Context: an optimization exercise on an open-source flow, tuned for small area and a short achievable clock period. The choices shown serve that exercise and are no tape-out recipe. RTL that was checked went through simulation tests only; none was proved equivalent to the original. Power is estimated from default activity; no workload was simulated.

==> run F: inputs <==
// BLOCK_ULA_OPS
module BLOCK_ULA_OPS #(
    parameter DATA_WIDTH = 8,
    parameter ADDR_WIDTH = 12,
    parameter ULA_WIDTH = 24
    ) (
        input clk,
        input [(ADDR_WIDTH-1):0] MUX_REG1_IN,                    
        input [(DATA_WIDTH-1):0] REG1_IN,
        input [(DATA_WIDTH-1):0] MUX_REG2_IN_0,  
        input [(ADDR_WIDTH-1):0] MUX_REG2_IN_1,  
        input [(ADDR_WIDTH-1):0] MUX_REG2_IN_2,  
        input [(DATA_WIDTH-1):0] REG2_IN,
        output wire [(ULA_WIDTH-1):0] ULA_OUT,
        output reg REG_COMP_OUT,
        output reg REG_OVERFLOW_OUT,
        input [1:0] SEL_MUX1,
        input [1:0] SEL_MUX2,
        input CTRL_REG_OP1, CTRL_REG_OP2,
        input CTRL_REG_OVERFLOW, CTRL_REG_COMP,
        input [3:0] SEL_ULA
    );
export LEC_CHECK = 0
export CAP_MARGIN = 20
export CORE_MARGIN = 2
export CORE_UTILIZATION = 65
export PLACE_DENSITY = 0.75
export SLEW_MARGIN = 20
export SYNTH_HIERARCHICAL = 1
create_clock -name core_clock -period 11.0 [get_ports {clk}]
standard.sh (not shown) runs the stock make flow with config.mk's settings and CLKGATE_MAP_FILE= SYNTH_SCRIPT=/design/flow/synth_recipe.tcl, a recipe that flattens the netlist after the stock synthesis.
==> flow/flow/run.sh <==
#!/bin/bash
# The standard layout, with the port buffers that buffer_ports inserts made
# sky130_fd_sc_hd__buf_1 instead of the cell it picks on its own.
set -euo pipefail
bash standard.sh BUFFER_PORTS_ARGS="-buffer_cell sky130_fd_sc_hd__buf_1" finish > standard_make.log 2>&1
==> run H (differences from run F) <==
--- a/flow/design.v
+++ b/flow/design.v
@@ -1,17 +1,11 @@
 module ULA_FA (input a, input b, input c, output s, output co);
     assign s = a ^ b ^ c;
     assign co = (a & b) | (a & c) | (b & c);
-endmodule
-module ULA_HS (input a, input b, output s);
-    assign s = ~(a ^ b);
-endmodule
-module ULA_HC (input a, input b, output co);
-    assign co = a | b;
 endmodule
 module BLOCK_ULA_OPS #(
     parameter DATA_WIDTH = 8,
     parameter ADDR_WIDTH = 12,
     parameter ULA_WIDTH = 24
     ) (
         input clk,
         input [(ADDR_WIDTH-1):0] MUX_REG1_IN,                    
@@ -199,41 +193,107 @@
     ULA_FA fa93 (.a(ts_125), .b(tc_166), .c(ts_167), .s(ts_209), .co(tc_210));
     ULA_FA fa94 (.a(tc_126), .b(tc_168), .c(ts_169), .s(ts_211), .co(tc_212));
     ULA_FA fa95 (.a(tc_130), .b(ts_171), .c(tc_170), .s(ts_213), .co(tc_214));
     ULA_FA fa96 (.a(tc_134), .b(ts_173), .c(tc_172), .s(ts_215), .co(tc_216));
     ULA_FA fa97 (.a(tc_138), .b(ts_175), .c(tc_174), .s(ts_217), .co(tc_218));
     ULA_FA fa98 (.a(tc_142), .b(ts_177), .c(tc_176), .s(ts_219), .co(tc_220));
     ULA_FA fa99 (.a(tc_144), .b(ts_179), .c(tc_178), .s(ts_221), .co(tc_222));
     ULA_FA fa100 (.a(ppn[11][10]), .b(ppn[10][11]), .c(tc_180), .s(ts_223), .co(tc_224));
-    ULA_HS ha0s (.a(ppn[8][1]), .b(ts_1), .s(ts_41));
-    ULA_HC ha0c (.a(ppn[8][1]), .b(ts_1), .co(tc_42));
-    ULA_HS ha1s (.a(ts_3), .b(ts_5), .s(ts_47));
-    ULA_HC ha1c (.a(ts_3), .b(ts_5), .co(tc_48));
-    ULA_HS ha2s (.a(ts_9), .b(ts_11), .s(ts_53));
-    ULA_HC ha2c (.a(ts_9), .b(ts_11), .co(tc_54));
-    ULA_HS ha3s (.a(ts_15), .b(ts_17), .s(ts_59));
-    ULA_HC ha3c (.a(ts_15), .b(ts_17), .co(tc_60));
-    ULA_HS ha4s (.a(ppn[5][1]), .b(ts_25), .s(ts_93));
-    ULA_HC ha4c (.a(ppn[5][1]), .b(ts_25), .co(tc_94));
-    ULA_HS ha5s (.a(ts_27), .b(ts_29), .s(ts_97));
-    ULA_HC ha5c (.a(ts_27), .b(ts_29), .co(tc_98));
-    ULA_HS ha6s (.a(ts_33), .b(ts_35), .s(ts_101));
-    ULA_HC ha6c (.a(ts_33), .b(ts_35), .co(tc_102));
-    ULA_HS ha7s (.a(ppn[1][0]), .b(ppn[0][1]), .s(ts_183));
-    ULA_HC ha7c (.a(ppn[1][0]), .b(ppn[0][1]), .co(tc_184));
-    ULA_HS ha8s (.a(ppn[2][1]), .b(ts_145), .s(ts_187));
-    ULA_HC ha8c (.a(ppn[2][1]), .b(ts_145), .co(tc_188));
-    ULA_HS ha9s (.a(tc_146), .b(ts_147), .s(ts_189));
-    ULA_HC ha9c (.a(tc_146), .b(ts_147), .co(tc_190));
-    ULA_HS ha10s (.a(tc_148), .b(ts_149), .s(ts_191));
-    ULA_HC ha10c (.a(tc_148), .b(ts_149), .co(tc_192));
+    ULA_FA ha0 (.a(ppn[8][1]), .b(ts_1), .c(1'b1), .s(ts_41), .co(tc_42));
+    ULA_FA ha1 (.a(ts_3), .b(ts_5), .c(1'b1), .s(ts_47), .co(tc_48));
+    ULA_FA ha2 (.a(ts_9), .b(ts_11), .c(1'b1), .s(ts_53), .co(tc_54));
+    ULA_FA ha3 (.a(ts_15), .b(ts_17), .c(1'b1), .s(ts_59), .co(tc_60));
+    ULA_FA ha4 (.a(ppn[5][1]), .b(ts_25), .c(1'b1), .s(ts_93), .co(tc_94));
+    ULA_FA ha5 (.a(ts_27), .b(ts_29), .c(1'b1), .s(ts_97), .co(tc_98));
+    ULA_FA ha6 (.a(ts_33), .b(ts_35), .c(1'b1), .s(ts_101), .co(tc_102));
+    ULA_FA ha7 (.a(ppn[1][0]), .b(ppn[0][1]), .c(1'b1), .s(ts_183), .co(tc_184));
+    ULA_FA ha8 (.a(ppn[2][1]), .b(ts_145), .c(1'b1), .s(ts_187), .co(tc_188));
+    ULA_FA ha9 (.a(tc_146), .b(ts_147), .c(1'b1), .s(ts_189), .co(tc_190));
+    ULA_FA ha10 (.a(tc_148), .b(ts_149), .c(1'b1), .s(ts_191), .co(tc_192));
     wire [23:0] row1 = {(hn23), tc_224, tc_222, tc_220, tc_218, tc_216, tc_214, tc_212, tc_210, tc_208, tc_206, tc_204, tc_202, tc_200, tc_198, tc_196, tc_194, tc_192, tc_190, tc_188, tc_186, tc_184, tc_182, ts_181};
     wire [23:0] row2 = {1'b1, ppn[11][11], ts_223, ts_221, ts_219, ts_217, ts_215, ts_213, ts_211, ts_209, ts_207, ts_205, ts_203, ts_201, ts_199, ts_197, ts_195, ts_193, ts_191, ts_189, ts_187, ts_185, ts_183, 1'b1};
-    wire [23:0] res = ~(row1 + row2 + 24'd1);
+    wire [23:0] cp = row1 ^ row2;
+    wire [23:0] cg = row1 & row2;
+    wire ag1 = cg[1] | (cp[1] & (cg[0] | cp[0]));
+    wire ag2 = cg[2] | (cp[2] & ag1);
+    wire ag3 = cg[3] | (cp[3] & ag2);
+    wire ag4 = cg[4] | (cp[4] & ag3);
+    wire ag5 = cg[6] | (cp[6] & cg[5]);
+    wire ap5 = cp[6] & cp[5];
+    wire ag6 = cg[8] | (cp[8] & cg[7]);
+    wire ap6 = cp[8] & cp[7];
+    wire ag7 = cg[10] | (cp[10] & cg[9]);
+    wire ap7 = cp[10] & cp[9];
+    wire ag8 = cg[12] | (cp[12] & cg[11]);
+    wire ap8 = cp[12] & cp[11];
+    wire ag9 = cg[14] | (cp[14] & cg[13]);
+    wire ap9 = cp[14] & cp[13];
+    wire ag10 = cg[16] | (cp[16] & cg[15]);
+    wire ap10 = cp[16] & cp[15];
+    wire ag11 = cg[18] | (cp[18] & cg[17]);
+    wire ap11 = cp[18] & cp[17];
+    wire ag12 = cg[20] | (cp[20] & cg[19]);
+    wire ap12 = cp[20] & cp[19];
+    wire ag13 = cg[22] | (cp[22] & cg[21]);
+    wire ap13 = cp[22] & cp[21];
+    wire ag14 = ag5 | (ap5 & ag4);
+    wire ag15 = ag7 | (ap7 & ag6);
+    wire ap15 = ap7 & ap6;
+    wire ag16 = ag9 | (ap9 & ag8);
+    wire ap16 = ap9 & ap8;
+    wire ag17 = ag11 | (ap11 & ag10);
+    wire ap17 = ap11 & ap10;
+    wire ag18 = ag13 | (ap13 & ag12);
+    wire ap18 = ap13 & ap12;
+    wire ag19 = ag15 | (ap15 & ag14);
+    wire ag20 = ag17 | (ap17 & ag16);
+    wire ap20 = ap17 & ap16;
+    wire ag21 = ag20 | (ap20 & ag19);
+    wire ag22 = ag16 | (ap16 & ag19);
+    wire ag23 = ag18 | (ap18 & ag21);
+    wire ag24 = ag6 | (ap6 & ag14);
+    wire ag25 = ag8 | (ap8 & ag19);
+    wire ag26 = ag10 | (ap10 & ag22);
+    wire ag27 = ag12 | (ap12 & ag21);
+    wire ag28 = cg[5] | (cp[5] & ag4);
+    wire ag29 = cg[7] | (cp[7] & ag14);
+    wire ag30 = cg[9] | (cp[9] & ag24);
+    wire ag31 = cg[11] | (cp[11] & ag19);
+    wire ag32 = cg[13] | (cp[13] & ag25);
+    wire ag33 = cg[15] | (cp[15] & ag22);
+    wire ag34 = cg[17] | (cp[17] & ag26);
+    wire ag35 = cg[19] | (cp[19] & ag21);
+    wire ag36 = cg[21] | (cp[21] & ag27);
+    wire ag37 = cg[23] | (cp[23] & ag23);
+    wire [23:0] res;
+    assign res[0] = cp[0];
+    assign res[1] = ~(cp[1] ^ (cg[0] | cp[0]));
+    assign res[2] = ~(cp[2] ^ ag1);
+    assign res[3] = ~(cp[3] ^ ag2);
+    assign res[4] = ~(cp[4] ^ ag3);
+    assign res[5] = ~(cp[5] ^ ag4);
+    assign res[6] = ~(cp[6] ^ ag28);
+    assign res[7] = ~(cp[7] ^ ag14);
+    assign res[8] = ~(cp[8] ^ ag29);
+    assign res[9] = ~(cp[9] ^ ag24);
+    assign res[10] = ~(cp[10] ^ ag30);
+    assign res[11] = ~(cp[11] ^ ag19);
+    assign res[12] = ~(cp[12] ^ ag31);
+    assign res[13] = ~(cp[13] ^ ag25);
+    assign res[14] = ~(cp[14] ^ ag32);
+    assign res[15] = ~(cp[15] ^ ag22);
+    assign res[16] = ~(cp[16] ^ ag33);
+    assign res[17] = ~(cp[17] ^ ag26);
+    assign res[18] = ~(cp[18] ^ ag34);
+    assign res[19] = ~(cp[19] ^ ag21);
+    assign res[20] = ~(cp[20] ^ ag35);
+    assign res[21] = ~(cp[21] ^ ag27);
+    assign res[22] = ~(cp[22] ^ ag36);
+    assign res[23] = ~(cp[23] ^ ag23);
     assign ULA_OUT = res;
     wire [12:0] blt, bgt;
     assign blt[0] = 1'b0;
     assign bgt[0] = 1'b0;
     generate for (gi = 0; gi < 12; gi = gi + 1) begin : g_cmp
         assign blt[gi + 1] = (~b12[gi] & a12[gi]) | (~b12[gi] & blt[gi]) | (a12[gi] & blt[gi]);
         assign bgt[gi + 1] = (b12[gi] & ~a12[gi]) | (b12[gi] & bgt[gi]) | (~a12[gi] & bgt[gi]);
     end endgenerate
==> run M (differences from run F) <==
--- a/flow/design.v
+++ b/flow/design.v
@@ -223,17 +223,94 @@
     ULA_HS ha8s (.a(ppn[2][1]), .b(ts_145), .s(ts_187));
     ULA_HC ha8c (.a(ppn[2][1]), .b(ts_145), .co(tc_188));
     ULA_HS ha9s (.a(tc_146), .b(ts_147), .s(ts_189));
     ULA_HC ha9c (.a(tc_146), .b(ts_147), .co(tc_190));
     ULA_HS ha10s (.a(tc_148), .b(ts_149), .s(ts_191));
     ULA_HC ha10c (.a(tc_148), .b(ts_149), .co(tc_192));
     wire [23:0] row1 = {(hn23), tc_224, tc_222, tc_220, tc_218, tc_216, tc_214, tc_212, tc_210, tc_208, tc_206, tc_204, tc_202, tc_200, tc_198, tc_196, tc_194, tc_192, tc_190, tc_188, tc_186, tc_184, tc_182, ts_181};
     wire [23:0] row2 = {1'b1, ppn[11][11], ts_223, ts_221, ts_219, ts_217, ts_215, ts_213, ts_211, ts_209, ts_207, ts_205, ts_203, ts_201, ts_199, ts_197, ts_195, ts_193, ts_191, ts_189, ts_187, ts_185, ts_183, 1'b1};
-    wire [23:0] res = ~(row1 + row2 + 24'd1);
+    wire [23:0] cp = row1 ^ row2;
+    wire [23:0] cg = row1 & row2;
+    wire ag1 = cg[1] | (cp[1] & (cg[0] | cp[0]));
+    wire ag2 = cg[2] | (cp[2] & ag1);
+    wire ag3 = cg[3] | (cp[3] & ag2);
+    wire ag4 = cg[4] | (cp[4] & ag3);
+    wire ag5 = cg[6] | (cp[6] & cg[5]);
+    wire ap5 = cp[6] & cp[5];
+    wire ag6 = cg[8] | (cp[8] & cg[7]);
+    wire ap6 = cp[8] & cp[7];
+    wire ag7 = cg[10] | (cp[10] & cg[9]);
+    wire ap7 = cp[10] & cp[9];
+    wire ag8 = cg[12] | (cp[12] & cg[11]);
+    wire ap8 = cp[12] & cp[11];
+    wire ag9 = cg[14] | (cp[14] & cg[13]);
+    wire ap9 = cp[14] & cp[13];
+    wire ag10 = cg[16] | (cp[16] & cg[15]);
+    wire ap10 = cp[16] & cp[15];
+    wire ag11 = cg[18] | (cp[18] & cg[17]);
+    wire ap11 = cp[18] & cp[17];
+    wire ag12 = cg[20] | (cp[20] & cg[19]);
+    wire ap12 = cp[20] & cp[19];
+    wire ag13 = cg[22] | (cp[22] & cg[21]);
+    wire ap13 = cp[22] & cp[21];
+    wire ag14 = ag5 | (ap5 & ag4);
+    wire ag15 = ag7 | (ap7 & ag6);
+    wire ap15 = ap7 & ap6;
+    wire ag16 = ag9 | (ap9 & ag8);
+    wire ap16 = ap9 & ap8;
+    wire ag17 = ag11 | (ap11 & ag10);
+    wire ap17 = ap11 & ap10;
+    wire ag18 = ag13 | (ap13 & ag12);
+    wire ap18 = ap13 & ap12;
+    wire ag19 = ag15 | (ap15 & ag14);
+    wire ag20 = ag17 | (ap17 & ag16);
+    wire ap20 = ap17 & ap16;
+    wire ag21 = ag20 | (ap20 & ag19);
+    wire ag22 = ag16 | (ap16 & ag19);
+    wire ag23 = ag18 | (ap18 & ag21);
+    wire ag24 = ag6 | (ap6 & ag14);
+    wire ag25 = ag8 | (ap8 & ag19);
+    wire ag26 = ag10 | (ap10 & ag22);
+    wire ag27 = ag12 | (ap12 & ag21);
+    wire ag28 = cg[5] | (cp[5] & ag4);
+    wire ag29 = cg[7] | (cp[7] & ag14);
+    wire ag30 = cg[9] | (cp[9] & ag24);
+    wire ag31 = cg[11] | (cp[11] & ag19);
+    wire ag32 = cg[13] | (cp[13] & ag25);
+    wire ag33 = cg[15] | (cp[15] & ag22);
+    wire ag34 = cg[17] | (cp[17] & ag26);
+    wire ag35 = cg[19] | (cp[19] & ag21);
+    wire ag36 = cg[21] | (cp[21] & ag27);
+    wire ag37 = cg[23] | (cp[23] & ag23);
+    wire [23:0] res;
+    assign res[0] = cp[0];
+    assign res[1] = ~(cp[1] ^ (cg[0] | cp[0]));
+    assign res[2] = ~(cp[2] ^ ag1);
+    assign res[3] = ~(cp[3] ^ ag2);
+    assign res[4] = ~(cp[4] ^ ag3);
+    assign res[5] = ~(cp[5] ^ ag4);
+    assign res[6] = ~(cp[6] ^ ag28);
+    assign res[7] = ~(cp[7] ^ ag14);
+    assign res[8] = ~(cp[8] ^ ag29);
+    assign res[9] = ~(cp[9] ^ ag24);
+    assign res[10] = ~(cp[10] ^ ag30);
+    assign res[11] = ~(cp[11] ^ ag19);
+    assign res[12] = ~(cp[12] ^ ag31);
+    assign res[13] = ~(cp[13] ^ ag25);
+    assign res[14] = ~(cp[14] ^ ag32);
+    assign res[15] = ~(cp[15] ^ ag22);
+    assign res[16] = ~(cp[16] ^ ag33);
+    assign res[17] = ~(cp[17] ^ ag26);
+    assign res[18] = ~(cp[18] ^ ag34);
+    assign res[19] = ~(cp[19] ^ ag21);
+    assign res[20] = ~(cp[20] ^ ag35);
+    assign res[21] = ~(cp[21] ^ ag27);
+    assign res[22] = ~(cp[22] ^ ag36);
+    assign res[23] = ~(cp[23] ^ ag23);
     assign ULA_OUT = res;
     wire [12:0] blt, bgt;
     assign blt[0] = 1'b0;
     assign bgt[0] = 1'b0;
     generate for (gi = 0; gi < 12; gi = gi + 1) begin : g_cmp
         assign blt[gi + 1] = (~b12[gi] & a12[gi]) | (~b12[gi] & blt[gi]) | (a12[gi] & blt[gi]);
         assign bgt[gi + 1] = (b12[gi] & ~a12[gi]) | (b12[gi] & bgt[gi]) | (~a12[gi] & bgt[gi]);
     end endgenerate
==> flow/config.mk (replaced) <==
export PLATFORM = sky130hd
export DESIGN_NAME = BLOCK_ULA_OPS
export DESIGN_NICKNAME = BLOCK_ULA_OPS
export VERILOG_FILES = /design/flow/design.v
export SDC_FILE = /design/flow/constraint.sdc
export NUM_CORES = 4
export LEC_CHECK = 0
export CAP_MARGIN = 20
export CORE_MARGIN = 2
export CORE_UTILIZATION = 75
export PLACE_DENSITY = 0.85
export SLEW_MARGIN = 20
export SYNTH_HIERARCHICAL = 1
==> qor.txt <==
Hold_ws - 1468 ps
Multiplexer area fraction after synthesis - 0.09013
Post-Syn Area - 5817 sq um
NetSw - 298.0 uW
TAP cells - 108
Complex-gate fraction of the synthesized area - 0.1155
Critical path depth in cells - 23
Synth Area in XOR/XNOR - 0.01506
Status - finished clean
Hold depth - 7
Dpl cell area - 6442 sq um
the above is filed under run H

==> qor.txt <==
NetSw - 279.6 uW
Pre-CTS setup slack - 292.2 ps
Synth Area in XOR/XNOR - 0.02822
Dpl cell area - 6777 sq um
Power Dens Cells - 79.40 nW/um^2
TAP cells - 129
Worst skew pair latency - 260 ps
Fmax - 93.70 MHz
Critical path depth in cells - 19
Post-Syn Area - 6207 sq um
Hold_ws - 1531 ps
Hold depth - 6
Status - finished clean
Complex-gate fraction of the synthesized area - 0.1752
Non-Filler Instances - 939
Multiplexer area fraction after synthesis - 0.07942
the above is filed under run F

==> qor.txt <==
Register area share after synthesis - 0.09424
Hold_ws - 1243 ps
Die area - 8363 sq um
Multiplexer area fraction after synthesis - 0.06719
Crit path capture type - primary output
Hold depth - 7
TAP cells - 99
NetSw - 237.8 uW
Required @ worst endpoint - 8800 ps
Skew final - 6.275 ps
Fraction of registers with async set/reset - 0
Critical Path Source - SEL_MUX1[0]
Status - finished clean
Most frequent cell after synthesis - nand2_1
Synth Area in XOR/XNOR - 0.03054
Gp weighted congestion - 1.046
Synth area leaders - fa_1, nand2_1, edfxtp_1
Complex-gate fraction of the synthesized area - 0.1359
Met1 wire length - 5512 um
Critical path depth in cells - 22
the above is filed under run M

Function not checked in run F: the RTL went through the layout flow alone.

afterwards: timing with drivers on the ports:
The flow's constraints put no driver on any port. The routed layouts listed below were extracted and timed again, unchanged, in two steps.
Step 1 sets driving cells, clkbuf_16 on the clock port and buf_2 on the other inputs (assumed; they add their load-dependent delay and slew).
Step 2 also shifts input and output timing later by t, the mid clock arrival at the registers, as if the neighbouring blocks saw the same clock.
a / b / c = ideal / step 1 / step 2; a / b = the first two.
run | shift t [ns] | setup WS [ns] | worst setup path at the end | worst slew at a driven data input, ns
run F | 0.289 | 0.327 / 0.304 / 0.304 | input to output | 0.04
run H | 0.284 | 0.426 / 0.397 / 0.397 | input to output | 0.04
run M | 0.286 | 0.340 / 0.319 / 0.319 | input to output | 0.06
After both steps setup and hold are still met in every run listed. The setup slack of run H, which loses most, moves by -0.029 ns with the drivers and by -0.029 ns with both steps.
